Source: an optimization exercise on an open RTL-to-GDS flow (aim: a short achievable clock period and few clock cycles). Production flows keep margins and buffers that such runs may drop.
Only simulation tests tie the RTL to the original design; equivalence was not proved.
Power is estimated from default activity; no workload was simulated.

===== flow/design.v =====
module pre_and #(
    parameter int N = 8,
    parameter int L = 3             
) (
    input  logic [N-1:0] x,
    output logic [N-1:0] y
);
    logic [N-1:0] t [0:L];
    always_comb begin
        t[0] = {x[N-2:0], 1'b1};
        for (int l = 0; l < L; l++)
            for (int i = 0; i < N; i++)
                t[l+1][i] = (i >= (1 << l)) ? (t[l][i] & t[l][i - (1 << l)]) : t[l][i];
    end
    assign y = t[L];
endmodule
module inc_add #(
    parameter int N = 62,
    parameter int L = 6             
) (
    input  logic [N-1:0] x,
    output logic [N-1:0] y
);
    logic [N-1:0] c;
    pre_and #(.N(N), .L(L)) u_c (.x(x), .y(c));
    assign y = x ^ c;
endmodule
module ks_add #(
    parameter int W = 64,
    parameter int L = 6             
) (
    input  logic [W-1:0] a,
    input  logic [W-1:0] b,
    input  logic         cin,
    output logic [W-1:0] s
);
    logic [W-1:0] g [0:L];
    logic [W-1:0] p [0:L];
    always_comb begin
        g[0] = a & b;
        p[0] = a ^ b;
        g[0][0] = (a[0] & b[0]) | ((a[0] ^ b[0]) & cin);
        for (int l = 0; l < L; l++)
            for (int i = 0; i < W; i++)
                if (i >= (1 << l)) begin
                    g[l+1][i] = g[l][i] | (p[l][i] & g[l][i - (1 << l)]);
                    p[l+1][i] = p[l][i] & p[l][i - (1 << l)];
                end else begin
                    g[l+1][i] = g[l][i];
                    p[l+1][i] = p[l][i];
                end
    end
    assign s = (a ^ b) ^ {g[L][W-2:0], cin};
endmodule
module sx_add #(
    parameter int W  = 64,
    parameter int K  = 13,
    parameter int LK = 4,           
    parameter int LH = 6            
) (
    input  logic [W-1:0] a,
    input  logic [K-1:0] b,
    output logic [W-1:0] s
);
    logic [K:0]     lo;
    logic [W-K-1:0] hi, up, dn, cu, cd;
    ks_add #(.W(K + 1), .L(LK)) u_lo (.a({1'b0, a[K-1:0]}), .b({1'b0, b}), .cin(1'b0), .s(lo));
    assign hi = a[W-1:K];
    pre_and #(.N(W - K), .L(LH)) u_cu (.x(hi), .y(cu));
    pre_and #(.N(W - K), .L(LH)) u_cd (.x(~hi), .y(cd));
    assign up = hi ^ cu;
    assign dn = hi ^ cd;
    wire c  = lo[K];
    wire sg = b[K-1];
    assign s = {(c == sg) ? hi : (c ? up : dn), lo[K-1:0]};
endmodule
module out_reg #(
    parameter int W = 32
) (
    input  logic         clk,
    input  logic [W-1:0] d,
    output logic [W-1:0] q
);
    always_ff @(posedge clk) q <= d;
endmodule
module single_cycle_cpu (
    input  logic        clk,
    input  logic        rst,
    output logic [31:0] imem_addr,
    input  logic [31:0] imem_rdata,
    output logic [31:0] dmem_addr,
    output logic [63:0] dmem_wdata,
    output logic        dmem_we,
    input  logic [63:0] dmem_rdata
);
    localparam int NB = 16;                
    logic [63:0]   pc_f;
    logic          v_d;
    logic [31:0]   ir_d;
    logic [63:0]   pc_d;
    logic [63:0]   pc4_d;        
    logic [13:0]   tlo_d;        
    logic          tsg_d;        
    logic [50:0]   hip_d, him_d;  
    wire  [63:0]   tgt = {(tlo_d[13] == tsg_d) ? pc_d[63:13] : (tlo_d[13] ? hip_d : him_d),
                          tlo_d[12:0]};
    logic [63:0]   ra_d, rb_d;   
    logic [NB-1:0] hv_d;         
    logic          hb_d;         
    logic          cf_d;         
    logic          pt_d;         
    logic          fold_d;       
    logic [9:0]    ft_d;         
    logic [9:0]    t_d;          
    logic          v_e, wr_e, we_e, br_e, cf_e, ld_e, pe_e, hb_e, lg_e, sub_e, orr_e;
    logic [NB-1:0] hv_e;
    logic [4:0]    rd_e, rs1_e, rs2_e;
    logic [63:0]   a_e, b_e, sd_e;
    logic [31:0]   ar_e;
    logic [63:0]   pc_e, tgt_e, ft_e;
    logic          v_w, wr_w, br_w, cf_w, tk_w, hb_w;
    logic [NB-1:0] hv_w;
    logic [4:0]    rd_w;
    logic [63:0]   w_res, pc_w, tgt_w, ft_w;
    logic [31:1]   wen_w;        
    logic          wr_x;         
    logic [4:0]    rd_x;
    logic [63:0]   x_res;
    wire [NB-1:0]    bv, bbr, bcf, bfv, bpe;
    wire [NB*10-1:0] ba, bt, bf;
    wire           f_in = (pc_f[63:12] == 52'd0) && (pc_f[1:0] == 2'd0);
    logic [NB-1:0] fh;
    logic [9:0]    f_t, f_f;
    always_comb begin
        f_t = 10'd0;
        f_f = 10'd0;
        for (int i = 0; i < NB; i++) begin
            fh[i] = f_in && bv[i] && (ba[i*10 +: 10] == pc_f[11:2]);
            f_t = f_t | (bt[i*10 +: 10] & {10{fh[i]}});
            f_f = f_f | (bf[i*10 +: 10] & {10{fh[i]}});
        end
    end
    wire        f_hb   = |(fh & bbr);
    wire        f_cf   = |(fh & bcf);
    wire        f_pt   = |(fh & bpe);
    wire        f_fold = |(fh & bfv);
    wire [61:0] f_inc;
    inc_add #(.N(62), .L(6)) u_finc (.x(pc_f[63:2]), .y(f_inc));
    wire [13:0] tlo_f;
    wire [50:0] hcu, hcd;
    ks_add #(.W(14), .L(4)) u_tlo (.a({1'b0, pc_f[12:0]}),
        .b({1'b0, imem_rdata[31], imem_rdata[7], imem_rdata[30:25], imem_rdata[11:8], 1'b0}),
        .cin(1'b0), .s(tlo_f));
    pre_and #(.N(51), .L(6)) u_hcu (.x(pc_f[63:13]), .y(hcu));
    pre_and #(.N(51), .L(6)) u_hcd (.x(~pc_f[63:13]), .y(hcd));
    wire [63:0] f_next = {f_inc[61:11],
                          f_pt ? {1'b0, f_t} : f_fold ? {1'b0, f_f} : f_inc[10:0],
                          pc_f[1:0]};
    logic             rst_q;
    always_ff @(posedge clk) rst_q <= rst;
    wire [32*64-1:0]  rfv;
    assign rfv[63:0] = 64'd0;
    genvar g;
    for (g = 1; g < 32; g++) begin : rf
        logic [63:0] q;
        always_ff @(posedge clk) begin
            if (rst_q)
                q <= 64'd0;
            else if (wen_w[g])
                q <= w_res;
        end
        assign rfv[g*64 +: 64] = q;
    end
    wire [63:0] ra_f = rfv[imem_rdata[19:15]*64 +: 64];
    wire [63:0] rb_f = rfv[imem_rdata[24:20]*64 +: 64];
    logic      st_p;
    wire       stall  = v_d && st_p;
    wire [6:0] op_f   = imem_rdata[6:0];
    wire [2:0] f3_f   = imem_rdata[14:12];
    wire       ld_f   = (op_f == 7'b0000011);
    wire       st_f   = (op_f == 7'b0100011);
    wire       ai_f   = (op_f == 7'b0010011);
    wire       op_rf  = (op_f == 7'b0110011);
    wire       br_f   = (op_f == 7'b1100011);
    logic      is_ld, is_st, is_ai, is_br, writes, lg, orr, sub, same;
    logic [11:0] imm_ls;      
    always_ff @(posedge clk) begin
        if (!stall) begin
            is_ld  <= ld_f;
            is_st  <= st_f;
            is_ai  <= ai_f;
            is_br  <= br_f;
            writes <= (ld_f || ai_f || op_rf) && (imem_rdata[11:7] != 5'd0);
            lg     <= op_rf && (f3_f == 3'b111 || f3_f == 3'b110);    
            orr    <= (f3_f == 3'b110);
            sub    <= op_rf && (f3_f == 3'b000) && (imem_rdata[31:25] == 7'b0100000);
            same   <= (imem_rdata[19:15] == imem_rdata[24:20]);
            imm_ls <= st_f ? {imem_rdata[31:25], imem_rdata[11:7]} : imem_rdata[31:20];
        end
    end
    wire [4:0] rs1   = ir_d[19:15];
    wire [4:0] rs2   = ir_d[24:20];
    wire [4:0] rd    = ir_d[11:7];
    wire [63:0] imm_i = {{52{ir_d[31]}}, ir_d[31:20]};
    logic       sa_e, sa_w, sa_x, sb_e, sb_w, sb_x;
    wire [4:0]  rs1_f  = imem_rdata[19:15];
    wire [4:0]  rs2_f  = imem_rdata[24:20];
    wire        ldst_f = (imem_rdata[6:0] == 7'b0000011) || (imem_rdata[6:0] == 7'b0100011);
    wire        wd     = v_d && writes;
    always_ff @(posedge clk) begin
        if (!stall) begin
            sa_e <= wd && (rd == rs1_f);
            sb_e <= wd && (rd == rs2_f);
            sa_w <= wr_e && (rd_e == rs1_f);
            sb_w <= wr_e && (rd_e == rs2_f);
            sa_x <= wr_w && (rd_w == rs1_f);
            sb_x <= wr_w && (rd_w == rs2_f);
            st_p <= ldst_f && wd && (rd == rs1_f);
        end else begin
            sa_e <= 1'b0;
            sb_e <= 1'b0;
            sa_w <= wr_e && (rd_e == rs1);
            sb_w <= wr_e && (rd_e == rs2);
            sa_x <= 1'b0;
            sb_x <= 1'b0;
            st_p <= 1'b0;
        end
    end
    wire        fa   = sa_e;
    wire        fb   = sb_e;
    wire [63:0] a_c  = sa_w ? w_res : sa_x ? x_res : ra_d;
    wire [63:0] b_c  = sb_w ? w_res : sb_x ? x_res : rb_d;
    logic [63:0] e_res;
    logic [63:0] e_oth, sum;
    wire        e_sum = !ld_e && !lg_e;
    wire [63:0] a_nx  = (fa && e_sum) ? sum : (fa ? e_oth : a_c);
    wire [63:0] sd_nx = (fb && e_sum) ? sum : (fb ? e_oth : b_c);
    wire [63:0] b_ot  = (fb && !is_ai) ? e_oth : (is_ai ? imm_i : b_c);
    wire [63:0] b_nx  = (fb && !is_ai && e_sum) ? (sum ^ {64{sub}}) : (b_ot ^ {64{sub}});
    wire [31:0] ar_nx;
    sx_add #(.W(32), .K(12), .LK(4), .LH(5)) u_agu (.a(a_c[31:0]), .b(imm_ls), .s(ar_nx));
    wire [63:0] ft      = fold_d ? {52'd0, ft_d, 2'd0} : pc4_d;
    wire        d_taken = is_br && (hb_d ? pt_d : same);
    wire        dir_d = cf_d ? pt_d : d_taken;
    wire        d_redir = v_d && !stall && (dir_d != pt_d);
    wire [63:0] d_rpc   = pt_d ? ft : (cf_d ? {52'd0, t_d, 2'd0} : tgt);
    wire [63:0] bb_e = b_e;
    ks_add #(.W(64), .L(6)) u_alu (.a(a_e), .b(bb_e), .cin(sub_e), .s(sum));
    wire [63:0] lgc  = orr_e ? (a_e | b_e) : (a_e & b_e);
    assign e_oth = ld_e ? dmem_rdata : lgc;
    assign e_res = e_sum ? sum : e_oth;
    wire z_s  = ((a_e ^ bb_e) == {a_e[62:0] | bb_e[62:0], sub_e});
    wire z_x  = ld_e ? (dmem_rdata == 64'd0) : (lg_e ? (lgc == 64'd0) : z_s);
    wire        take  = cf_e ? z_x : (a_e == b_e);
    wire        mis   = (br_e || cf_e) && (take != pe_e);
    wire [63:0] e_rpc = pe_e ? ft_e : tgt_e;
    assign dmem_addr  = ar_e;
    assign dmem_wdata = sd_e;
    assign dmem_we    = we_e;
    wire go = v_d && !stall && !mis;
    wire [63:0] pc_nx = rst ? 64'd0 : mis ? e_rpc : d_redir ? d_rpc : stall ? pc_f : f_next;
    always_ff @(posedge clk) pc_f <= pc_nx;
    out_reg #(.W(32)) u_imem_addr (.clk(clk), .d(pc_nx[31:0]), .q(imem_addr));
    always_ff @(posedge clk) begin
        if (rst)
            v_d <= 1'b0;
        else if (mis || d_redir)
            v_d <= 1'b0;
        else if (!stall)
            v_d <= 1'b1;
        if (!stall) begin
            ir_d   <= imem_rdata;
            pc_d   <= pc_f;
            pc4_d  <= {f_inc, pc_f[1:0]};
            tlo_d  <= tlo_f;
            tsg_d  <= imem_rdata[31];
            hip_d  <= pc_f[63:13] ^ hcu;
            him_d  <= pc_f[63:13] ^ hcd;
            ra_d   <= rst_q ? 64'd0 : ra_f;
            rb_d   <= rst_q ? 64'd0 : rb_f;
            hv_d   <= fh;
            hb_d   <= f_hb;
            cf_d   <= f_cf;
            pt_d   <= f_pt;
            fold_d <= f_fold;
            ft_d   <= f_f;
            t_d    <= f_t;
        end else begin
            ra_d   <= a_c;
            rb_d   <= b_c;
        end
    end
    always_ff @(posedge clk) begin
        if (rst) begin
            v_e  <= 1'b0;
            wr_e <= 1'b0;
            we_e <= 1'b0;
            br_e <= 1'b0;
            cf_e <= 1'b0;
        end else begin
            v_e  <= go;
            wr_e <= go && writes;
            we_e <= go && is_st;
            br_e <= go && is_br;
            cf_e <= go && cf_d;
        end
        ld_e  <= is_ld;
        lg_e  <= lg;
        orr_e <= orr;
        sub_e <= sub;
        rd_e  <= rd;
        rs1_e <= rs1;
        rs2_e <= rs2;
        a_e   <= a_nx;
        b_e   <= b_nx;
        sd_e  <= sd_nx;
        ar_e  <= ar_nx;
        pe_e  <= dir_d;
        hv_e  <= hv_d;
        hb_e  <= hb_d;
        pc_e  <= pc_d;
        tgt_e <= cf_d ? {52'd0, t_d, 2'd0} : tgt;
        ft_e  <= ft;
    end
    always_ff @(posedge clk) begin
        if (rst) begin
            v_w  <= 1'b0;
            wr_w <= 1'b0;
            br_w <= 1'b0;
            cf_w <= 1'b0;
            wr_x <= 1'b0;
        end else begin
            v_w  <= v_e;
            wr_w <= wr_e;
            br_w <= br_e;
            cf_w <= cf_e;
            wr_x <= wr_w;
        end
        w_res <= e_res;
        for (int i = 1; i < 32; i++)
            wen_w[i] <= !rst && wr_e && (rd_e == i);
        rd_w  <= rd_e;
        tk_w  <= take;
        hv_w  <= hv_e;
        hb_w  <= hb_e;
        pc_w  <= pc_e;
        tgt_w <= tgt_e;
        ft_w  <= ft_e;
        x_res <= w_res;
        rd_x  <= rd_w;
    end
    localparam logic [1:0] K_BR = 2'd0, K_UF = 2'd1, K_DF = 2'd2, K_CF = 2'd3;
    wire in_w   = (pc_w[63:12] == 52'd0) && (pc_w[1:0] == 2'd0);
    wire in_e   = (pc_e[63:12] == 52'd0) && (pc_e[1:0] == 2'd0);
    wire in_tw  = (tgt_w[63:12] == 52'd0) && (tgt_w[1:0] == 2'd0);
    wire in_te  = (tgt_e[63:12] == 52'd0) && (tgt_e[1:0] == 2'd0);
    wire seq_ew = v_w && in_w && in_e && (pc_w[11:2] + 10'd1 == pc_e[11:2]);
    wire same_e = (rs1_e == rs2_e);
    logic       q_br, q_uc, q_df, q_ncf, q_seq, q_cfb, q_cfx;
    logic [9:0] q_aw, q_tw, q_te, q_pe1;
    always_ff @(posedge clk) begin
        if (rst) begin
            q_br <= 1'b0;
            q_uc <= 1'b0;
            q_cfb <= 1'b0;
        end else begin
            q_br  <= br_w && tk_w && !hb_w && in_w && in_tw;
            q_uc  <= br_e && same_e && in_te;
            q_cfb <= br_e && !same_e && in_te && (pc_e[11:2] != 10'h3ff) &&
                     ((rs1_e == rd_w && rs2_e == 5'd0) || (rs2_e == rd_w && rs1_e == 5'd0));
        end
        q_df  <= cf_w && (ft_w == pc_e);
        q_ncf <= !cf_w;
        q_seq <= seq_ew;
        q_cfx <= !br_w && !cf_w && wr_w;
        q_aw  <= pc_w[11:2];
        q_tw  <= tgt_w[11:2];
        q_te  <= tgt_e[11:2];
        q_pe1 <= pc_e[11:2] + 10'd1;
    end
    wire rq_br = q_br;
    wire rq_df = q_uc && q_df;
    wire rq_uf = q_uc && q_ncf && q_seq;
    wire rq_cf = q_cfb && q_seq && q_cfx;
    logic        rq_v;
    logic [1:0]  rq_k;
    logic [9:0]  rq_a, rq_t, rq_f;
    always_ff @(posedge clk) begin
        if (rst)
            rq_v <= 1'b0;
        else
            rq_v <= rq_br || rq_uf || rq_df || rq_cf;
        rq_a <= q_aw;
        if (rq_br) begin
            rq_k <= K_BR;
            rq_t <= q_tw;
        end else begin
            rq_k <= rq_cf ? K_CF : (rq_df ? K_DF : K_UF);
            rq_t <= q_te;
        end
        rq_f <= rq_cf ? q_pe1 : q_te;
    end
    logic [NB-1:0] rm, rm_nx;
    logic [NB-1:0] vp;         
    wire rq_hit = |rm;
    wire alloc  = rq_v && !rq_hit && (rq_k == K_BR || rq_k == K_UF || rq_k == K_CF);
    wire same_a = (rq_a == q_aw);
    always_comb
        for (int i = 0; i < NB; i++)
            rm_nx[i] = (bv[i] && (ba[i*10 +: 10] == q_aw) && !(alloc && vp[i])) ||
                       (alloc && vp[i] && same_a);
    always_ff @(posedge clk) rm <= rm_nx;
    always_ff @(posedge clk) begin
        if (rst)
            vp <= {{(NB-1){1'b0}}, 1'b1};
        else if (alloc)
            vp <= {vp[NB-2:0], vp[NB-1]};
    end
    wire upd_en = br_w || cf_w;
    for (g = 0; g < NB; g++) begin : btb
        logic       v, br, cf, fv;
        logic [9:0] a, t, f;
        logic       h;           
        logic [3:0] pht;         
        logic [3:0] lc, lt;      
        logic       lq;          
        assign bv[g]          = v;
        assign bbr[g]         = br;
        assign bcf[g]         = cf;
        assign bfv[g]         = fv;
        assign ba[g*10 +: 10] = a;
        assign bt[g*10 +: 10] = t;
        assign bf[g*10 +: 10] = f;
        wire        iw  = upd_en && hv_w[g];
        wire [3:0]  c1  = iw ? (tk_w ? 4'd0 : lc + 4'd1) : lc;
        wire        wt  = iw && tk_w;
        wire [3:0]  lte = wt ? lc : lt;
        wire        lqe = wt ? (lc == lt) : lq;
        wire        he  = iw ? tk_w : h;
        assign bpe[g] = (br || cf) && (lqe ? (c1 == lte) : (he ? pht[3] : pht[1]));
        wire mine = rq_v && rm[g];
        wire newe = alloc && vp[g];
        always_ff @(posedge clk) begin
            if (rst) begin
                v <= 1'b0;
            end else begin
                if (upd_en && hv_w[g] && (br || cf)) begin
                    h <= tk_w;
                    if (h) begin
                        if (tk_w)
                            pht[3:2] <= (pht[3:2] == 2'd3) ? 2'd3 : pht[3:2] + 2'd1;
                        else
                            pht[3:2] <= (pht[3:2] == 2'd0) ? 2'd0 : pht[3:2] - 2'd1;
                    end else begin
                        if (tk_w)
                            pht[1:0] <= (pht[1:0] == 2'd3) ? 2'd3 : pht[1:0] + 2'd1;
                        else
                            pht[1:0] <= (pht[1:0] == 2'd0) ? 2'd0 : pht[1:0] - 2'd1;
                    end
                    if (tk_w) begin
                        lq <= (lc == lt);
                        lt <= lc;
                        lc <= 4'd0;
                    end else if (lc == 4'd15) begin
                        lq <= 1'b0;
                    end else begin
                        lc <= lc + 4'd1;
                    end
                end
                if ((mine || newe) && rq_k == K_BR) begin
                    br  <= 1'b1;
                    cf  <= 1'b0;
                    t   <= rq_t;
                    h   <= 1'b1;
                    pht <= 4'b1011;
                    lc  <= 4'd0;
                    lt  <= 4'd0;
                    lq  <= 1'b0;
                end
                if (((mine && !cf) || newe) && rq_k == K_UF) begin
                    fv <= 1'b1;
                    f  <= rq_f;
                end
                if (mine && cf && rq_k == K_DF)
                    f <= rq_f;
                if (newe && rq_k == K_CF) begin
                    cf  <= 1'b1;
                    t   <= rq_t;
                    fv  <= 1'b1;
                    f   <= rq_f;
                    h   <= 1'b0;
                    pht <= 4'b0101;
                    lc  <= 4'd0;
                    lt  <= 4'd0;
                    lq  <= 1'b0;
                end
                if (newe) begin
                    v <= 1'b1;
                    a <= rq_a;
                    if (rq_k != K_BR)
                        br <= 1'b0;
                    if (rq_k == K_BR)
                        fv <= 1'b0;
                    if (rq_k == K_UF)
                        cf <= 1'b0;
                end
            end
        end
    end
endmodule

===== flow/flow/run.sh =====
#!/bin/bash
set -euo pipefail
bash standard.sh ADDER_MAP_FILE= SETUP_SLACK_MARGIN=7 TNS_END_PERCENT=5 \
    "BUFFER_PORTS_ARGS=-buffer_cell sky130_fd_sc_hd__buf_4" finish > run_make.log 2>&1

===== flow/standard.sh =====
#!/bin/bash
# synth_recipe.tcl (not shown) runs the flow's synth.tcl, then flattens the netlist and writes it again
# the make line also repeats each setting of config.mk as NAME=value (left out here)
make -C /OpenROAD-flow-scripts/flow DESIGN_CONFIG=/design/flow/config.mk WORK_HOME=/design/flow/orfs CLKGATE_MAP_FILE= SYNTH_SCRIPT=/design/flow/synth_recipe.tcl "${@:-finish}"

===== flow/config.mk =====
export PLATFORM = sky130hd
export DESIGN_NAME = single_cycle_cpu
export DESIGN_NICKNAME = single_cycle_cpu
export VERILOG_FILES = /design/flow/design.v
export SDC_FILE = /design/flow/constraint.sdc
export NUM_CORES = 8
export LEC_CHECK = 0
export CAP_MARGIN = 20
export CORE_MARGIN = 2
export CORE_UTILIZATION = 65
export PLACE_DENSITY = 0.75
export SLEW_MARGIN = 20
export SYNTH_HIERARCHICAL = 1
export SYNTH_MINIMUM_KEEP_SIZE = 0

===== flow/constraint.sdc =====
create_clock -name core_clock -period 11.0 [get_ports {clk}]
set_input_delay 2.2000 -clock core_clock [delete_from_list [all_inputs] [get_ports {clk}]]
set_output_delay 2.2000 -clock core_clock [all_outputs]
set_load 0.01 [all_outputs]

==> results_dict.tcl, run 1 <==
set metrics [dict create \
    status "finished clean" \
    period_share_pct 39.9 \
    grt_overflow 0 \
    h-tree-depth 5 \
    vdd_drop_max_uv 208 \
    stdcell_area_um2 226000 \
    placedInstanceArea_um2 209000 \
    dieArea_um2 320000 \
    period_minus_slack_ns 4.39 \
    dr.pass1.iters 8 \
    ant_nets 0 \
    drc 0 \
    path_class "in -> reg" \
    clock_path_buffers 4 \
    grt_usage_pct 44.2 \
    startpoint_type "input port" \
    fillCellCount 22158 \
    relSlewSlack_pct 11.1 \
    crit_slowest_cell "clkbuf_8" \
    worst_r2r_endpoint "sd_e[44]$_DFF_P_" \
    reg2reg_from "sb_x$_SDFF_PP0_" \
    dieWidth_um 566 \
    worst_pin_slew_ns 1.33 \
    hold_path_class "reg -> reg" \
    syn-cell-area_um2 205000 \
    rsz0062_at_grt "true" \
    drive_above_1_share_pct 17.3 \
    critPathMaxFanout 69 \
    vias_per_cell 6.94 \
    path_delay_family "buffers and inverters" \
    endpoint "btb[4].t[9]$_DFFE_PP_" \
    io_pins 227 \
    syn2layout_area_growth_pct 10.2 \
    cts_sinks 4241 \
    fin_worst_skew_ns 0.0723 \
    drtIter0Drc 20780 \
    hold_viol_final 0 \
    initial_core_util_pct 65.2 \
    critPathBufInv 4 \
    cap_violations 0 \
    grt_pass1_wl_um 1030000 \
    worst-path-stages 5 \
    path_common_cell "buf_4" \
    setup-tns-final_ns 0 \
    path_cells "buf_6 > buf_4 > buf_4 > clkbuf_8 > nor2_2" \
    slew_viol_final 0 \
    worstSetupStartpoint "rst" \
    arrival_ns 5.02 \
    finalWeightedCongestion 1.09 \
    grt_pass1_vias 147634 \
    power_leakage_nw 78.4 \
    dr_total_vias 156674 \
    yosys_warnings 23 \
    slowest_delay_ns 0.77 \
    hold_slack_ns 0.326 \
    antenna_found_initial 45 \
    root_buffer "clkbuf_16" \
    wl_um 725000 \
    grt_max_degree 216 \
    cts_buffers 420 \
    clkTransAtPathRegs_ns 0.06 \
    crit_required_ns 11.63 \
    design.core.area_um2 314000 \
    powerDensity_nw_per_um2 145 \
    reg2reg_depth 6 \
    endpoint_kind "flip-flop" \
    hpwlAfterDp_um 448000 \
    post_drt_wl_per_cell_um 32.1 \
    setup_viol 0 \
    synth_area_per_cell_um2 11.1 \
    fp.dieH_um 566 \
    port_buffers 226 \
    cts_tree "yes" \
    layout.nets 18126 \
    clock_latency_ns 1.03 \
    hold_depth 0 \
    core.rowCount 206 \
    r2r_slack_ns 6.62 \
    max_freq_ghz 0.228 \
    syn_inst 18554 \
]
state kept, by name (all words and copies together) (netlist names), 160 cells and up:
| name | count |
|---|---|
| btb.a | 160 |
| btb.f | 160 |
| rf.q | 1984 |
| btb.t | 160 |
placed cells by master, fill, tap and decap left out, types with 119 or more instances in the layout:
master / instances
a211oi_1: 286
a21oi_1: 408
a221oi_1: 119
a22o_1: 236
and2_1: 155
buf_4: 590
clkbuf_16: 430
dfxtp_1: 3024
edfxtp_1: 1070
inv_1: 264
maj3_1: 136
mux2_2: 184
mux2i_1: 2413
mux4_2: 1152
nand2_1: 636
nand3_1: 137
nand4_1: 236
nor2_1: 2832
nor2b_1: 186
nor3_1: 220
nor4_1: 165
o21ai_0: 454
o22ai_1: 234
xnor2_1: 617
xor2_1: 484
worst reg2reg max path, delay by kind of cell, from the launching register on:
kind	cells	cell delay [ns]
muxes	1	0.35
and+or+nand+nor	1	0.06
buffers and inverters	2	1.52
DFF	1	0.73
AOI/OAI and AO/OA	2	1.47
worst min-delay path by stage:
stage | startpoint | to
5_1_grt | hb_e$_DFF_P_ | hb_w$_DFF_P_
3_5_place_dp | hv_e[13]$_DFF_P_ | hv_w[13]$_DFF_P_
6_report | hv_d[11]$_DFFE_PN_ | hv_e[11]$_DFF_P_
2_1_floorplan | hb_e$_DFF_P_ | hb_w$_DFF_P_
4_1_cts | hv_e[13]$_DFF_P_ | hv_w[13]$_DFF_P_
3_3_place_gp | hv_e[12]$_DFF_P_ | hv_w[12]$_DFF_P_
stage by stage:
stage,std cells,setup WS (ns),util (%),total power [mW]
after CTS,22523,6.79,71.7,32.8
after detailed placement,21681,4.62,66.6,18.2
final,22569,6.61,71.9,32.8
after global routing,22546,6.66,71.9,33.5
after global placement,21679,4.58,66.6,18.2
after floorplan,18562,6.82,-,17.7
timing repair:
action                                  in CTS  in global routing
setup buffers                               49                 17
resized for setup                          274                 60
endpoints found under the setup margin    1314               1234
pin swaps                                   18                 20
gates cloned                                16                  1
hold buffers                                 0                  0
area by class of cell:
cell class	count	area [um^2]	area share [%]
antenna	26	65.1	0.0288
clock buffer	604	12200	5.38
clock inverter	173	2020	0.892
inverter	276	1060	0.468
multi-input combinational	12395	103000	45.7
sequential	4241	95900	42.4
tap	4160	5200	2.30
timing repair buffer	694	6400	2.83
layer usage:
layer | GRT usage (%) | up-vias | share of wire [%] | wire, um
met3 | 9.71 | 2776 | 11 | 79900
met4 | 37.0 | 36 | 9.9 | 72000
met1 | 55.3 | 77015 | 36 | 258000
met5 | 0 | - | 0.034 | 246
met2 | 65.9 | 10272 | 43 | 315000
li1 | - | 66575 | - | -
where the power goes:
group          switching (mW)  internal (mW)
Sequential              0.205           16.1
Clock                    6.42           8.44
Combinational            1.07          0.549
Testbench counts, summed over its fixed seeds: cycles 103,398.
==> run 2: changes to the inputs <==
--- a/flow/design.v
+++ b/flow/design.v
@@ -83,6 +83,17 @@
 );
     always_ff @(posedge clk) q <= d;
 endmodule
+module late_sel #(
+    parameter int W = 64
+) (
+    input  logic         s,
+    input  logic         x,
+    input  logic [W-1:0] a,
+    input  logic [W-1:0] b,
+    output logic [W-1:0] y
+);
+    assign y = s ? (a ^ {W{x}}) : b;
+endmodule
 module single_cycle_cpu (
     input  logic        clk,
     input  logic        rst,
@@ -233,10 +244,11 @@
     logic [63:0] e_res;
     logic [63:0] e_oth, sum;
     wire        e_sum = !ld_e && !lg_e;
-    wire [63:0] a_nx  = (fa && e_sum) ? sum : (fa ? e_oth : a_c);
-    wire [63:0] sd_nx = (fb && e_sum) ? sum : (fb ? e_oth : b_c);
+    wire [63:0] a_nx, sd_nx, b_nx;
+    late_sel #(.W(64)) u_fa (.s(fa && e_sum), .x(1'b0), .a(sum), .b(fa ? e_oth : a_c), .y(a_nx));
+    late_sel #(.W(64)) u_fs (.s(fb && e_sum), .x(1'b0), .a(sum), .b(fb ? e_oth : b_c), .y(sd_nx));
     wire [63:0] b_ot  = (fb && !is_ai) ? e_oth : (is_ai ? imm_i : b_c);
-    wire [63:0] b_nx  = (fb && !is_ai && e_sum) ? (sum ^ {64{sub}}) : (b_ot ^ {64{sub}});
+    late_sel #(.W(64)) u_fb (.s(fb && !is_ai && e_sum), .x(sub), .a(sum), .b(b_ot ^ {64{sub}}), .y(b_nx));
     wire [31:0] ar_nx;
     sx_add #(.W(32), .K(12), .LK(4), .LH(5)) u_agu (.a(a_c[31:0]), .b(imm_ls), .s(ar_nx));
     wire [63:0] ft      = fold_d ? {52'd0, ft_d, 2'd0} : pc4_d;
@@ -248,7 +260,7 @@
     ks_add #(.W(64), .L(6)) u_alu (.a(a_e), .b(bb_e), .cin(sub_e), .s(sum));
     wire [63:0] lgc  = orr_e ? (a_e | b_e) : (a_e & b_e);
     assign e_oth = ld_e ? dmem_rdata : lgc;
-    assign e_res = e_sum ? sum : e_oth;
+    late_sel #(.W(64)) u_er (.s(e_sum), .x(1'b0), .a(sum), .b(e_oth), .y(e_res));
     wire z_s  = ((a_e ^ bb_e) == {a_e[62:0] | bb_e[62:0], sub_e});
     wire z_x  = ld_e ? (dmem_rdata == 64'd0) : (lg_e ? (lgc == 64'd0) : z_s);
     wire        take  = cf_e ? z_x : (a_e == b_e);
@@ -407,8 +419,7 @@
     wire same_a = (rq_a == q_aw);
     always_comb
         for (int i = 0; i < NB; i++)
-            rm_nx[i] = (bv[i] && (ba[i*10 +: 10] == q_aw) && !(alloc && vp[i])) ||
-                       (alloc && vp[i] && same_a);
+            rm_nx[i] = (bv[i] && (ba[i*10 +: 10] == q_aw)) || (alloc && vp[i] && same_a);
     always_ff @(posedge clk) rm <= rm_nx;
     always_ff @(posedge clk) begin
         if (rst)
==> flow/flow/run.sh (replaced) <==
#!/bin/bash
set -euo pipefail
bash standard.sh ADDER_MAP_FILE= SETUP_SLACK_MARGIN=7 TNS_END_PERCENT=5 \
    "BUFFER_PORTS_ARGS=-buffer_cell sky130_fd_sc_hd__buf_4" \
    "IO_CONSTRAINTS=$PWD/flow/io.tcl" finish > run_make.log 2>&1
==> flow/flow/io.tcl (new file) <==
# Port placement: the data memory bus on the top edge, the instruction
# memory bus on the bottom edge, clock (near the middle) and reset on the left edge.
set_io_pin_constraint -pin_names {dmem_addr[*] dmem_wdata[*] dmem_we dmem_rdata[*]} -region top:*
set_io_pin_constraint -pin_names {imem_addr[*] imem_rdata[*]} -region bottom:*
set_io_pin_constraint -pin_names {clk} -region left:260-300
set_io_pin_constraint -pin_names {rst} -region left:*
==> run 2 against run 1 <==
Compared with the run above: still clean; sequential cell count stayed put; setup slack better by 0.025 ns; die area up 0.96%; hold slack lost 0.00051 ns; wire length shrank 5.3%; register-to-register slack improved by 0.02 ns; critical path depth rose by 4; area after synthesis is 0.97% higher.
==> results_dict.tcl, run 2 <==
set metrics [dict create \
    status "finished clean" \
    top_register "rf.q" \
    worst_pin_slew_ns 1.31 \
    design.core.area_um2 318000 \
    core.rowCount 207 \
    startpoint_type "flip-flop" \
    setup-tns-final_ns 0 \
    clock_path_buffers 4 \
    syn_inst 18780 \
    grt_overflow 0 \
    hold_viol_final 0 \
    drive_above_1_share_pct 17.6 \
    layout_common_cells "3,110 x nor2_1, 3,018 x dfxtp_1, 2,410 x mux2i_1, 1,152 x mux4_2, 1,070 x edfxtp_1" \
    io_pins 227 \
    grt_usage_pct 41.2 \
    grt_max_degree 245 \
    hpwlAfterDp_um 419000 \
    cts_sinks 4241 \
    root_buffer "clkbuf_16" \
    clock_latency_ns 1.01 \
    setup_viol 0 \
    slew_viol_final 0 \
    antenna_found_initial 49 \
    dr_total_vias 155056 \
    critPathBufInv 1 \
    hold_path_class "reg -> reg" \
    powerDensity_nw_per_um2 147 \
    power_leakage_nw 79.1 \
    clkTransAtPathRegs_ns 0.07 \
    crit_required_ns 11.80 \
    path_cells "buf_4 > mux2i_1 > nor2_1 > a21oi_1 > o21ai_0 > mux2_2 > xor2_1 > nor2_1 > a21oi_1" \
    port_buffers 226 \
    h-tree-depth 5 \
    vdd_drop_max_uv 134 \
    r2r_slack_ns 6.64 \
    crit_slowest_cell "a21oi_1" \
    dieArea_um2 323000 \
    fin_worst_skew_ns 0.0992 \
    path_delay_family "compound AO/OA/AOI/OAI gates" \
    stdcell_area_um2 228000 \
    drc 0 \
    syn2layout_area_growth_pct 10.2 \
    initial_core_util_pct 65.2 \
    arrival_ns 5.17 \
    layout_commonest_cell "nor2_1" \
    grt_pass1_vias 146506 \
    period_share_pct 39.7 \
    ant_nets 0 \
    yosys_warnings 23 \
    drtIter0Drc 21439 \
    relSlewSlack_pct 10.5 \
    path_class "reg -> reg" \
    syn-cell-area_um2 207000 \
    cts_tree "yes" \
    cts_buffers 428 \
    post_drt_wl_per_cell_um 30.1 \
    finalWeightedCongestion 1.08 \
    largest_reg_flops 1984 \
    layout.nets 18321 \
    placedInstanceArea_um2 211000 \
    cap_violations 0 \
    critPathMaxFanout 27 \
    rsz0062_at_grt "true" \
    wl_um 686000 \
    max_freq_ghz 0.229 \
    vias_per_cell 6.80 \
    fp.dieH_um 568 \
    period_minus_slack_ns 4.36 \
    dr.pass1.iters 8 \
    endpoint_kind "flip-flop" \
    dieWidth_um 568 \
    slowest_delay_ns 1.02 \
    grt_pass1_wl_um 995000 \
    synth_area_per_cell_um2 11.0 \
]
==> run 2: changes by cell type in the layout (fill, tap and decap cells not counted), sizes merged, moves of 40 or more <==
cell	before	now
a221oi	120	75
nor2	2854	3143
a22o	236	196
o21ai	477	329
a211oi	292	251
mux2	184	278
nand2	647	564
buf	678	634
a21oi	453	704
o31ai	32	82
xnor2	627	868
nor3	246	171
==> run 2: final cells by class <==
class,count,area [um^2]
Inverter,262,1020
Multi-Input combinational cell,12645,105000
Antenna cell,30,75.1
Fill cell,22097,89300
Timing Repair Buffer,645,5960
Tap cell,4180,5230
Clock buffer,591,12200
Clock inverter,210,2710
Sequential cell,4241,95900
==> run 2: power breakdown <==
part           internal (mW)  leakage, nW  switching [mW]
registers               16.2         36.2           0.250
clock network           8.98         7.23            6.51
logic                  0.575         35.6            1.17
total                   25.7         79.1            7.93
==> run 2: path summary, 6_finish.rpt <==
| path | startpoint | end | cells after the start |
|---|---|---|---|
| max | sb_x$_SDFF_PP0_ | b_e[16]$_DFF_P_ | 9 |
| max reg2reg | sb_x$_SDFF_PP0_ | b_e[16]$_DFF_P_ | 9 |
| min reg2reg | hv_e[11]$_DFF_P_ | hv_w[11]$_DFF_P_ | 0 |
| min | hv_e[11]$_DFF_P_ | hv_w[11]$_DFF_P_ | 0 |
==> run 2: layer usage <==
metal	track usage (%)	vias to the layer above	share of wire (%)
li1	-	66768	-
met1	55.4	76755	38
met2	61.4	9373	44
met3	9.31	2126	11
met4	24.5	34	7.1
met5	0	-	0.030
==> run 2: what timing repair did <==
item / in CTS / in global routing
endpoints found under the hold margin: 0 / 0
hold buffers: 0 / 0
pin swaps: 30 / 25
gates cloned: 15 / 2
setup endpoints to repair: 567 / 727
buffers inserted: 49 / 21
resized for setup: 228 / 145
==> run 2: metrics by stage <==
stage / instances / total power [mW] / utilization (%) / hold WS [ns] / setup slack [ns]
5_1_grt: 22785 / 34.4 / 71.9 / 0.332 / 6.67
6_report: 22804 / 33.6 / 71.9 / 0.325 / 6.64
2_1_floorplan: 18791 / 17.8 / - / 0.310 / 6.57
3_3_place_gp: 21882 / 18.4 / 66.3 / 0.311 / 4.67
4_1_cts: 22749 / 33.6 / 71.6 / 0.327 / 6.71
3_5_place_dp: 21884 / 18.4 / 66.3 / 0.313 / 4.77
Testbench counts of run 2, summed over its fixed seeds: cycles 103,398.
==> run 3: changes to the inputs <==
--- a/flow/design.v
+++ b/flow/design.v
@@ -94,6 +94,24 @@
 );
     assign y = s ? (a ^ {W{x}}) : b;
 endmodule
+module sum_zero #(
+    parameter int W = 64
+) (
+    input  logic [W-1:0] a,
+    input  logic [W-1:0] b,
+    input  logic         cin,
+    output logic         z
+);
+    assign z = ((a ^ b) == {a[W-2:0] | b[W-2:0], cin});
+endmodule
+module all_zero #(
+    parameter int W = 64
+) (
+    input  logic [W-1:0] x,
+    output logic         z
+);
+    assign z = (x == {W{1'b0}});
+endmodule
 module single_cycle_cpu (
     input  logic        clk,
     input  logic        rst,
@@ -261,16 +279,22 @@
     wire [63:0] lgc  = orr_e ? (a_e | b_e) : (a_e & b_e);
     assign e_oth = ld_e ? dmem_rdata : lgc;
     late_sel #(.W(64)) u_er (.s(e_sum), .x(1'b0), .a(sum), .b(e_oth), .y(e_res));
-    wire z_s  = ((a_e ^ bb_e) == {a_e[62:0] | bb_e[62:0], sub_e});
-    wire z_x  = ld_e ? (dmem_rdata == 64'd0) : (lg_e ? (lgc == 64'd0) : z_s);
-    wire        take  = cf_e ? z_x : (a_e == b_e);
+    wire z_s, z_l, z_m, eq_e;
+    sum_zero #(.W(64)) u_zse (.a(a_e), .b(bb_e), .cin(sub_e), .z(z_s));
+    all_zero #(.W(64)) u_zle (.x(lgc), .z(z_l));
+    all_zero #(.W(64)) u_zme (.x(dmem_rdata), .z(z_m));
+    all_zero #(.W(64)) u_eqe (.x(a_e ^ b_e), .z(eq_e));
+    wire z_x  = ld_e ? z_m : (lg_e ? z_l : z_s);
+    wire        take  = cf_e ? z_x : eq_e;
     wire        mis   = (br_e || cf_e) && (take != pe_e);
     wire [63:0] e_rpc = pe_e ? ft_e : tgt_e;
     assign dmem_addr  = ar_e;
     assign dmem_wdata = sd_e;
     assign dmem_we    = we_e;
     wire go = v_d && !stall && !mis;
-    wire [63:0] pc_nx = rst ? 64'd0 : mis ? e_rpc : d_redir ? d_rpc : stall ? pc_f : f_next;
+    wire [63:0] pc_nx;
+    late_sel #(.W(64)) u_pce (.s(mis && !rst), .x(1'b0), .a(e_rpc),
+        .b(rst ? 64'd0 : d_redir ? d_rpc : stall ? pc_f : f_next), .y(pc_nx));
     always_ff @(posedge clk) pc_f <= pc_nx;
     out_reg #(.W(32)) u_imem_addr (.clk(clk), .d(pc_nx[31:0]), .q(imem_addr));
     always_ff @(posedge clk) begin
==> flow/flow/io.tcl (replaced) <==
# Port placement: the data memory bus on the top edge, the instruction
# memory bus on the bottom edge, clock (near the middle) and reset on the left edge.
set_io_pin_constraint -pin_names {dmem_addr[*] dmem_wdata[*] dmem_we dmem_rdata[*]} -region top:*
set_io_pin_constraint -pin_names {imem_addr[*] imem_rdata[*]} -region bottom:*
set_io_pin_constraint -pin_names {clk} -region left:240-280
set_io_pin_constraint -pin_names {rst} -region left:*
--- a/flow/config.mk
+++ b/flow/config.mk
@@ -7,8 +7,8 @@
 export LEC_CHECK = 0
 export CAP_MARGIN = 20
 export CORE_MARGIN = 2
-export CORE_UTILIZATION = 65
-export PLACE_DENSITY = 0.75
+export CORE_UTILIZATION = 72
+export PLACE_DENSITY = 0.82
 export SLEW_MARGIN = 20
 export SYNTH_HIERARCHICAL = 1
 export SYNTH_MINIMUM_KEEP_SIZE = 0
==> run 3 against run 2 <==
Compared with the run above: design area about the same; largest cell class unchanged; maximum frequency shrank 4.3%; combinational power up 5%; die area is 9.4% lower; sequential share of layout area about the same; sequential cell count unchanged; synthesized cell count shrank 0.47%; clock-buffer cell count shrank 11.
==> results_dict.tcl, run 3 <==
set metrics [dict create \
    largest_reg_flops 1984 \
    io_pins 227 \
    synth_area_per_cell_um2 11.1 \
    top_register "rf.q" \
    h-tree-depth 5 \
    p_sw_share_pct 23.9 \
    period_minus_slack_ns 4.56 \
    clock_path_buffers 4 \
    antenna_found_initial 60 \
    arrival_ns 5.40 \
    cts_buffers 419 \
    startpoint_type "flip-flop" \
    vias_per_cell 7.09 \
    cap_violations 0 \
    grt_pass1_vias 152158 \
    hold_viol_final 0 \
    cts_tree "yes" \
    hpwlAfterDp_um 416000 \
    crit_required_ns 11.84 \
    powerDensity_nw_per_um2 146 \
    worst_pin_slew_ns 1.28 \
    grt_usage_pct 46.1 \
    final_util_pct 79.5 \
    grt_pass1_wl_um 1010000 \
    worst_r2r_endpoint "b_e[50]$_DFF_P_" \
    status "finished clean" \
    initial_core_util_pct 72.2 \
    core.rowCount 197 \
    relSlewSlack_pct 14.5 \
    slew_viol_final 0 \
    clock_latency_ns 1.05 \
    finalWeightedCongestion 1.07 \
    grt_max_degree 232 \
    path_class "reg -> reg" \
    fp.dieH_um 541 \
    dr_total_vias 158248 \
    intPower_mw 25.3 \
    dr.pass1.iters 11 \
    vdd_drop_max_uv 153 \
    yosys_warnings 23 \
    root_buffer "clkbuf_16" \
    post_drt_wl_per_cell_um 31.1 \
    multi_input_area_um2 106000 \
    power_frac_comb_pct 5.5 \
    worstSetupStartpoint "sb_x$_SDFF_PP0_" \
    dieArea_um2 293000 \
    r2r_slack_ns 6.44 \
    power_leakage_nw 80.3 \
    drc 0 \
    design.core.area_um2 287000 \
    endpoint "b_e[50]$_DFF_P_" \
    dieWidth_um 541 \
    sequentialPowerShare_pct 49.4 \
    clock_power_share_pct 45.2 \
    syn2layout_area_growth_pct 10.0 \
    wl_um 695000 \
    reg2reg_from "sb_x$_SDFF_PP0_" \
    setup-tns-final_ns 0 \
    critPathMaxFanout 23 \
    max_freq_ghz 0.219 \
    period_share_pct 41.5 \
    hold_path_class "reg -> reg" \
    drive_above_1_share_pct 18.2 \
    fillCellCount 17083 \
    cts_sinks 4241 \
    syn-cell-area_um2 208000 \
    setup_viol 0 \
    rsz0062_at_grt "true" \
    ctsHoldBuffers 0 \
    port_buffers 226 \
    reg2reg_depth 10 \
    switchingPower_mw 7.95 \
    grt_overflow 0 \
    layout_common_cells "3,016 x nor2_1, 3,016 x dfxtp_1, 2,324 x mux2i_1, 1,152 x mux4_2, 1,070 x edfxtp_1" \
    clkTransAtPathRegs_ns 0.06 \
    drtIter0Drc 23936 \
    layout.nets 18258 \
    fin_worst_skew_ns 0.104 \
    ant_nets 0 \
    syn_inst 18691 \
    ff_latch_area_um2 96000 \
    endpoint_kind "flip-flop" \
]
run 3: worst max-delay path, stage by stage, from the launching register on:
cell and delay [ns]:
dfxtp_4 0.85, buf_4 0.64, buf_4 0.64, mux2i_1 0.25
nor2_1 0.06, a21oi_1 0.63, o21ai_0 0.33, mux2_2 0.35
xor2_1 0.13, nor2_1 0.07, a21oi_1 0.36
run 3: how the worst min path moves through the flow:
| stage | slack (ns) | cells past startpoint | to | from |
|---|---|---|---|---|
| 2_1_floorplan | 0.31 | 0 | hb_w$_DFF_P_ | hb_e$_DFF_P_ |
| 3_3_place_gp | 0.31 | 0 | hv_w[7]$_DFF_P_ | hv_e[7]$_DFF_P_ |
| 3_5_place_dp | 0.31 | 0 | hv_w[11]$_DFF_P_ | hv_e[11]$_DFF_P_ |
| 4_1_cts | 0.33 | 0 | hv_w[11]$_DFF_P_ | hv_e[11]$_DFF_P_ |
| 5_1_grt | 0.32 | 0 | hv_w[14]$_DFF_P_ | hv_e[14]$_DFF_P_ |
| 6_report | 0.32 | 0 | hv_w[14]$_DFF_P_ | hv_e[14]$_DFF_P_ |
run 3: area by class of cell:
type | count | area share, %
diodes | 33 | 0.0362
clock buffers | 580 | 5.25
clock inverters | 202 | 1.03
inverters | 239 | 0.399
multi-input cells | 12609 | 46.3
flip-flops and latches | 4241 | 42.0
well taps | 3781 | 2.07
repair buffers | 650 | 2.86
run 3: power groups by stage:
stage               sequential (mW)  combinational (mW)  clock (mW)
floorplan                      16.6                1.26           0
global placement               16.7                1.63           0
detailed placement             16.7                1.65           0
CTS                            16.4                1.73        14.9
global route                   16.4                1.88        15.6
finish                         16.4                1.82        15.0
run 3: timing repair:
item,CTS,global route
pin swaps,35,25
setup endpoints to repair,526,736
cloned,27,3
resized for setup,315,109
buffers inserted,72,22
run 3: metal layers:
| metal | global-route usage (%) | share of wire, % | wire [um] | up-vias |
|---|---|---|---|---|
| li1 | - | - | - | 66236 |
| met1 | 58.7 | 35 | 242000 | 77194 |
| met2 | 68.0 | 43 | 300000 | 11643 |
| met3 | 12.8 | 13 | 92700 | 3121 |
| met4 | 33.3 | 8.7 | 60300 | 54 |
| met5 | 0.0822 | 0.055 | 383 | - |
run 3: metrics by stage:
| step | hold WS (ns) | setup slack, ns | total power [mW] | area (um^2) | std cells |
|---|---|---|---|---|---|
| 6_report | 0.321 | 6.44 | 33.3 | 228000 | 22335 |
| 3_5_place_dp | 0.313 | 4.95 | 18.4 | 210000 | 21393 |
| 2_1_floorplan | 0.310 | 6.76 | 17.9 | 208000 | 18703 |
| 4_1_cts | 0.326 | 6.78 | 33.1 | 227000 | 22274 |
| 5_1_grt | 0.324 | 6.45 | 33.9 | 228000 | 22309 |
| 3_3_place_gp | 0.311 | 4.99 | 18.4 | 210000 | 21390 |
Testbench counts of run 3, summed over its fixed seeds: cycles 103,398.
==> run 4: changes to the inputs <==
--- a/flow/design.v
+++ b/flow/design.v
@@ -83,34 +83,24 @@
 );
     always_ff @(posedge clk) q <= d;
 endmodule
-module late_sel #(
-    parameter int W = 64
-) (
-    input  logic         s,
-    input  logic         x,
-    input  logic [W-1:0] a,
-    input  logic [W-1:0] b,
-    output logic [W-1:0] y
+module reg_dec (
+    input  logic [4:0]  x,
+    output logic [31:1] y
 );
-    assign y = s ? (a ^ {W{x}}) : b;
-endmodule
-module sum_zero #(
-    parameter int W = 64
-) (
-    input  logic [W-1:0] a,
-    input  logic [W-1:0] b,
-    input  logic         cin,
-    output logic         z
-);
-    assign z = ((a ^ b) == {a[W-2:0] | b[W-2:0], cin});
+    always_comb
+        for (int i = 1; i < 32; i++)
+            y[i] = (x == i);
 endmodule
-module all_zero #(
-    parameter int W = 64
-) (
-    input  logic [W-1:0] x,
-    output logic         z
+module reg_pick (
+    input  logic [31*64-1:0] d,        
+    input  logic [31:1]      s,
+    output logic [63:0]      q
 );
-    assign z = (x == {W{1'b0}});
+    always_comb begin
+        q = 64'd0;
+        for (int i = 1; i < 32; i++)
+            q = q | (d[(i-1)*64 +: 64] & {64{s[i]}});
+    end
 endmodule
 module single_cycle_cpu (
     input  logic        clk,
@@ -128,6 +118,7 @@
     logic [31:0]   ir_d;
     logic [63:0]   pc_d;
     logic [63:0]   pc4_d;        
+    logic          in4_d;        
     logic [13:0]   tlo_d;        
     logic          tsg_d;        
     logic [50:0]   hip_d, him_d;  
@@ -147,6 +138,7 @@
     logic [63:0]   a_e, b_e, sd_e;
     logic [31:0]   ar_e;
     logic [63:0]   pc_e, tgt_e, ft_e;
+    logic          inft_e, intgt_e;
     logic          v_w, wr_w, br_w, cf_w, tk_w, hb_w;
     logic [NB-1:0] hv_w;
     logic [4:0]    rd_w;
@@ -157,7 +149,7 @@
     logic [63:0]   x_res;
     wire [NB-1:0]    bv, bbr, bcf, bfv, bpe;
     wire [NB*10-1:0] ba, bt, bf;
-    wire           f_in = (pc_f[63:12] == 52'd0) && (pc_f[1:0] == 2'd0);
+    logic          f_in;
     logic [NB-1:0] fh;
     logic [9:0]    f_t, f_f;
     always_comb begin
@@ -200,8 +192,12 @@
         end
         assign rfv[g*64 +: 64] = q;
     end
-    wire [63:0] ra_f = rfv[imem_rdata[19:15]*64 +: 64];
-    wire [63:0] rb_f = rfv[imem_rdata[24:20]*64 +: 64];
+    wire [31:1] sel_ra, sel_rb;
+    wire [63:0] ra_f, rb_f;
+    reg_dec  u_dra (.x(imem_rdata[19:15]), .y(sel_ra));
+    reg_dec  u_drb (.x(imem_rdata[24:20]), .y(sel_rb));
+    reg_pick u_pra (.d(rfv[32*64-1:64]), .s(sel_ra), .q(ra_f));
+    reg_pick u_prb (.d(rfv[32*64-1:64]), .s(sel_rb), .q(rb_f));
     logic      st_p;
     wire       stall  = v_d && st_p;
     wire [6:0] op_f   = imem_rdata[6:0];
@@ -262,14 +258,15 @@
     logic [63:0] e_res;
     logic [63:0] e_oth, sum;
     wire        e_sum = !ld_e && !lg_e;
-    wire [63:0] a_nx, sd_nx, b_nx;
-    late_sel #(.W(64)) u_fa (.s(fa && e_sum), .x(1'b0), .a(sum), .b(fa ? e_oth : a_c), .y(a_nx));
-    late_sel #(.W(64)) u_fs (.s(fb && e_sum), .x(1'b0), .a(sum), .b(fb ? e_oth : b_c), .y(sd_nx));
+    wire [63:0] a_nx  = (fa && e_sum) ? sum : (fa ? e_oth : a_c);
+    wire [63:0] sd_nx = (fb && e_sum) ? sum : (fb ? e_oth : b_c);
     wire [63:0] b_ot  = (fb && !is_ai) ? e_oth : (is_ai ? imm_i : b_c);
-    late_sel #(.W(64)) u_fb (.s(fb && !is_ai && e_sum), .x(sub), .a(sum), .b(b_ot ^ {64{sub}}), .y(b_nx));
+    wire [63:0] b_nx  = (fb && !is_ai && e_sum) ? (sum ^ {64{sub}}) : (b_ot ^ {64{sub}});
     wire [31:0] ar_nx;
     sx_add #(.W(32), .K(12), .LK(4), .LH(5)) u_agu (.a(a_c[31:0]), .b(imm_ls), .s(ar_nx));
     wire [63:0] ft      = fold_d ? {52'd0, ft_d, 2'd0} : pc4_d;
+    wire        inft_d  = fold_d || in4_d;
+    wire        intgt_d = (tgt[63:12] == 52'd0) && (tgt[1:0] == 2'd0);
     wire        d_taken = is_br && (hb_d ? pt_d : same);
     wire        dir_d = cf_d ? pt_d : d_taken;
     wire        d_redir = v_d && !stall && (dir_d != pt_d);
@@ -278,24 +275,22 @@
     ks_add #(.W(64), .L(6)) u_alu (.a(a_e), .b(bb_e), .cin(sub_e), .s(sum));
     wire [63:0] lgc  = orr_e ? (a_e | b_e) : (a_e & b_e);
     assign e_oth = ld_e ? dmem_rdata : lgc;
-    late_sel #(.W(64)) u_er (.s(e_sum), .x(1'b0), .a(sum), .b(e_oth), .y(e_res));
-    wire z_s, z_l, z_m, eq_e;
-    sum_zero #(.W(64)) u_zse (.a(a_e), .b(bb_e), .cin(sub_e), .z(z_s));
-    all_zero #(.W(64)) u_zle (.x(lgc), .z(z_l));
-    all_zero #(.W(64)) u_zme (.x(dmem_rdata), .z(z_m));
-    all_zero #(.W(64)) u_eqe (.x(a_e ^ b_e), .z(eq_e));
-    wire z_x  = ld_e ? z_m : (lg_e ? z_l : z_s);
-    wire        take  = cf_e ? z_x : eq_e;
+    assign e_res = e_sum ? sum : e_oth;
+    wire z_s  = ((a_e ^ bb_e) == {a_e[62:0] | bb_e[62:0], sub_e});
+    wire z_x  = ld_e ? (dmem_rdata == 64'd0) : (lg_e ? (lgc == 64'd0) : z_s);
+    wire        take  = cf_e ? z_x : (a_e == b_e);
     wire        mis   = (br_e || cf_e) && (take != pe_e);
     wire [63:0] e_rpc = pe_e ? ft_e : tgt_e;
     assign dmem_addr  = ar_e;
     assign dmem_wdata = sd_e;
     assign dmem_we    = we_e;
     wire go = v_d && !stall && !mis;
-    wire [63:0] pc_nx;
-    late_sel #(.W(64)) u_pce (.s(mis && !rst), .x(1'b0), .a(e_rpc),
-        .b(rst ? 64'd0 : d_redir ? d_rpc : stall ? pc_f : f_next), .y(pc_nx));
+    wire [63:0] pc_nx = rst ? 64'd0 : mis ? e_rpc : d_redir ? d_rpc : stall ? pc_f : f_next;
     always_ff @(posedge clk) pc_f <= pc_nx;
+    wire in_fn = f_pt || f_fold || (f_in && (pc_f[11:2] != 10'h3ff));
+    wire in_dr = pt_d ? inft_d : (cf_d || intgt_d);
+    always_ff @(posedge clk)
+        f_in <= rst || (mis ? (pe_e ? inft_e : intgt_e) : d_redir ? in_dr : stall ? f_in : in_fn);
     out_reg #(.W(32)) u_imem_addr (.clk(clk), .d(pc_nx[31:0]), .q(imem_addr));
     always_ff @(posedge clk) begin
         if (rst)
@@ -308,6 +303,7 @@
             ir_d   <= imem_rdata;
             pc_d   <= pc_f;
             pc4_d  <= {f_inc, pc_f[1:0]};
+            in4_d  <= f_in && (pc_f[11:2] != 10'h3ff);
             tlo_d  <= tlo_f;
             tsg_d  <= imem_rdata[31];
             hip_d  <= pc_f[63:13] ^ hcu;
@@ -357,6 +353,8 @@
         pc_e  <= pc_d;
         tgt_e <= cf_d ? {52'd0, t_d, 2'd0} : tgt;
         ft_e  <= ft;
+        inft_e  <= inft_d;
+        intgt_e <= cf_d || intgt_d;
     end
     always_ff @(posedge clk) begin
         if (rst) begin
@@ -438,17 +436,25 @@
     end
     logic [NB-1:0] rm, rm_nx;
     logic [NB-1:0] vp;         
+    logic [NB-1:0] usedb;      
+    always_ff @(posedge clk) begin
+        if (rst)
+            usedb <= '0;
+        else
+            usedb <= (usedb & ~(vp & {NB{!alloc}})) | fh;
+    end
     wire rq_hit = |rm;
     wire alloc  = rq_v && !rq_hit && (rq_k == K_BR || rq_k == K_UF || rq_k == K_CF);
     wire same_a = (rq_a == q_aw);
     always_comb
         for (int i = 0; i < NB; i++)
-            rm_nx[i] = (bv[i] && (ba[i*10 +: 10] == q_aw)) || (alloc && vp[i] && same_a);
+            rm_nx[i] = (bv[i] && (ba[i*10 +: 10] == q_aw) && !(alloc && vp[i])) ||
+                       (alloc && vp[i] && same_a);
     always_ff @(posedge clk) rm <= rm_nx;
     always_ff @(posedge clk) begin
         if (rst)
             vp <= {{(NB-1){1'b0}}, 1'b1};
-        else if (alloc)
+        else if (alloc || |(vp & usedb))
             vp <= {vp[NB-2:0], vp[NB-1]};
     end
     wire upd_en = br_w || cf_w;
==> flow/flow/run.sh (replaced) <==
#!/bin/bash
set -euo pipefail
bash standard.sh ADDER_MAP_FILE= SETUP_SLACK_MARGIN=7 TNS_END_PERCENT=5 \
    "BUFFER_PORTS_ARGS=-buffer_cell sky130_fd_sc_hd__buf_4" finish > run_make.log 2>&1
--- a/flow/config.mk
+++ b/flow/config.mk
@@ -7,8 +7,8 @@
 export LEC_CHECK = 0
 export CAP_MARGIN = 20
 export CORE_MARGIN = 2
-export CORE_UTILIZATION = 72
-export PLACE_DENSITY = 0.82
+export CORE_UTILIZATION = 65
+export PLACE_DENSITY = 0.75
 export SLEW_MARGIN = 20
 export SYNTH_HIERARCHICAL = 1
 export SYNTH_MINIMUM_KEEP_SIZE = 0
removed: flow/flow/io.tcl
==> run 4 against run 3 <==
Compared with the run above: core utilization fell by 6.9 points; largest cell class is now sequential cells; cell count rose by 6.8%; clock-buffer cell count fell by 2; combinational power fell by 34%; hold slack got worse by 0.015 ns; critical path depth did not move; via count rose by 9.5%; global-route usage rose by 4.0 points; sequential cell count rose by 20; non-clock buffer count rose by 161.
==> results_dict.tcl, run 4 <==
set metrics [dict create \
    rsz0062_at_grt "true" \
    p_sw_share_pct 23.3 \
    ant_nets 0 \
    clock_latency_ns 1.05 \
    syn_inst 19930 \
    drtIter0Drc 31528 \
    arrival_ns 5.50 \
    powerDensity_nw_per_um2 151 \
    relSlewSlack_pct 3.99 \
    synth_area_per_cell_um2 9.92 \
    hold_viol_final 0 \
    largest_reg_flops 1984 \
    layout.nets 19541 \
    multi_input_area_um2 95100 \
    grt_pass1_wl_um 1130000 \
    grt_usage_pct 50.1 \
    cts_sinks 4261 \
    slowest_delay_ns 0.70 \
    crit_required_ns 11.92 \
    dr_total_vias 173208 \
    endpoint_kind "flip-flop" \
    port_buffers 226 \
    stdcell_area_um2 220000 \
    finalWeightedCongestion 1.01 \
    sequentialPowerShare_pct 49.5 \
    final_cells 23859 \
    design.core.area_um2 303000 \
    top_register "rf.q" \
    syn-cell-area_um2 198000 \
    max_freq_ghz 0.218 \
    post_drt_wl_per_cell_um 33.8 \
    antenna_found_initial 63 \
    final_util_pct 72.5 \
    fin_worst_skew_ns 0.0985 \
    fp.dieH_um 555 \
    clock_power_share_pct 46.8 \
    dp_cells 22845 \
    slew_viol_final 0 \
    yosys_warnings 25 \
    setup_viol 0 \
    hold_slack_ns 0.306 \
    placedInstanceArea_um2 201000 \
    hpwlAfterDp_um 482000 \
    worst_pin_slew_ns 1.44 \
    root_buffer "clkbuf_16" \
    grt_max_degree 211 \
    cts_tree "yes" \
    power_frac_comb_pct 3.7 \
    vias_per_cell 7.26 \
    hold_path_class "reg -> reg" \
    switchingPower_mw 7.71 \
    h-tree-depth 5 \
    ff_latch_area_um2 96300 \
    timing.final.ws_setup_ns 6.42 \
    path_cells "buf_4 > nand3_1 > nor2_4 > buf_4 > buf_6 > a22oi_1 > nand3_1 > or4_1 > nand3b_1 > o21ai_0" \
    clock_path_buffers 4 \
    cts_buffers 428 \
    period_minus_slack_ns 4.58 \
    dieWidth_um 555 \
    intPower_mw 25.4 \
    crit_slowest_cell "nand3_1" \
    startpoint_type "input port" \
    ctsHoldBuffers 0 \
    vdd_drop_max_uv 173 \
    layout_common_cells "3,066 x dfxtp_1, 2,928 x nor2_1, 2,394 x mux2i_1, 1,689 x a22oi_1, 1,071 x edfxtp_1" \
    setup-tns-final_ns 0 \
    drc 0 \
    post-place-ws_ns 4.81 \
    path_class "in -> reg" \
    grt_pass1_vias 158499 \
    dieArea_um2 308000 \
    power_mw 33.1 \
    cap_violations 0 \
    status "finished clean" \
    critPathMaxFanout 43 \
    syn2layout_area_growth_pct 11.1 \
    wl_um 807000 \
    grt_overflow 0 \
    layout_commonest_cell "dfxtp_1" \
    core.rowCount 202 \
    period_share_pct 41.7 \
    fillCellCount 21992 \
    initial_core_util_pct 65.3 \
    clkTransAtPathRegs_ns 0.07 \
    power_leakage_nw 76.9 \
    io_pins 227 \
    dr.pass1.iters 9 \
    drive_above_1_share_pct 11.6 \
]
run 4: timing repair:
item,in CTS,in global routing
pin swaps,38,44
endpoints found under the hold margin,0,0
endpoints found under the setup margin,584,767
gates cloned,10,7
resized for setup,202,189
setup buffers,47,74
run 4: cell type report:
cell class / instances / share of cell area [%]
antenna: 65 / 0.0741
clock buffer: 578 / 5.52
clock inverter: 225 / 1.25
inverter: 306 / 0.530
multi-input combinational: 13635 / 43.3
sequential: 4261 / 43.9
tap: 3978 / 2.27
timing repair buffer: 811 / 3.20
run 4: worst paths after layout:
check,startpoint,endpoint,slack [ns],cells after the start
worst min register to register,ft_e[5]$_DFF_P_,ft_w[5]$_DFF_P_,0.31,0
worst max register to register,sb_w$_DFF_P_,b_e[13]$_DFF_P_,6.42,8
worst min-delay path,ft_e[5]$_DFF_P_,ft_w[5]$_DFF_P_,0.31,0
worst max-delay path,imem_rdata[16],ra_d[9]$_DFF_P_,6.42,10
run 4: critical path: cells and delay by family:
family,cells,cell delay [ns]
buffers and inverters,3,1.31
AO/OA/AOI/OAI,2,0.34
AND/OR/NAND/NOR,5,1.55
run 4: routing by layer:
| layer | vias to the layer above | track usage [%] | share of wire (%) |
|---|---|---|---|
| met5 | - | 0.563 | 0.045 |
| met1 | 81997 | 60.2 | 34 |
| met2 | 14688 | 70.1 | 40 |
| met3 | 4656 | 18.1 | 15 |
| li1 | 71845 | - | - |
| met4 | 22 | 44.8 | 11 |
run 4: power by group through the flow:
stage	Clock, mW	Combinational (mW)	Sequential, mW
after floorplan	0	0.686	16.6
after global placement	0	1.07	16.7
after CTS	15.4	1.12	16.4
final	15.5	1.21	16.4
after detailed placement	0	1.08	16.7
after global routing	16.0	1.23	16.4
Testbench counts of run 4, summed over its fixed seeds: cycles 103,397.

re-timing with driven ports:
The results above use ideal ports. As a check the final layouts listed here were re-extracted and re-timed, cells and wires unchanged.
Step 1, drivers: a clkbuf_16 drives clk and a buf_2 each remaining input, both assumed.
Step 2 times the ports against the registers' clock, not the clock port: input delays grow and output delays shrink by t, the midpoint of the rising clock arrivals with the driver on.
Slacks: no drivers / after step 1 / after step 2; pairs: no drivers / after step 1.
run | t, ns | slack for setup (ns) | pins driven straight from the clock port
run 1 | 1.101 | 6.611 / 6.617 / 5.580 | 1
run 2 | 1.035 | 6.636 / 6.595 / 5.560 | 1
run 3 | 1.069 | 6.439 / 6.439 / 5.421 | 1
run 4 | 1.113 | 6.417 / 6.377 / 5.264 | 1
After both steps setup and hold are still met in every run listed. The setup slack of run 4, which loses most, moves by -0.040 ns with the drivers and by -1.153 ns with both steps.
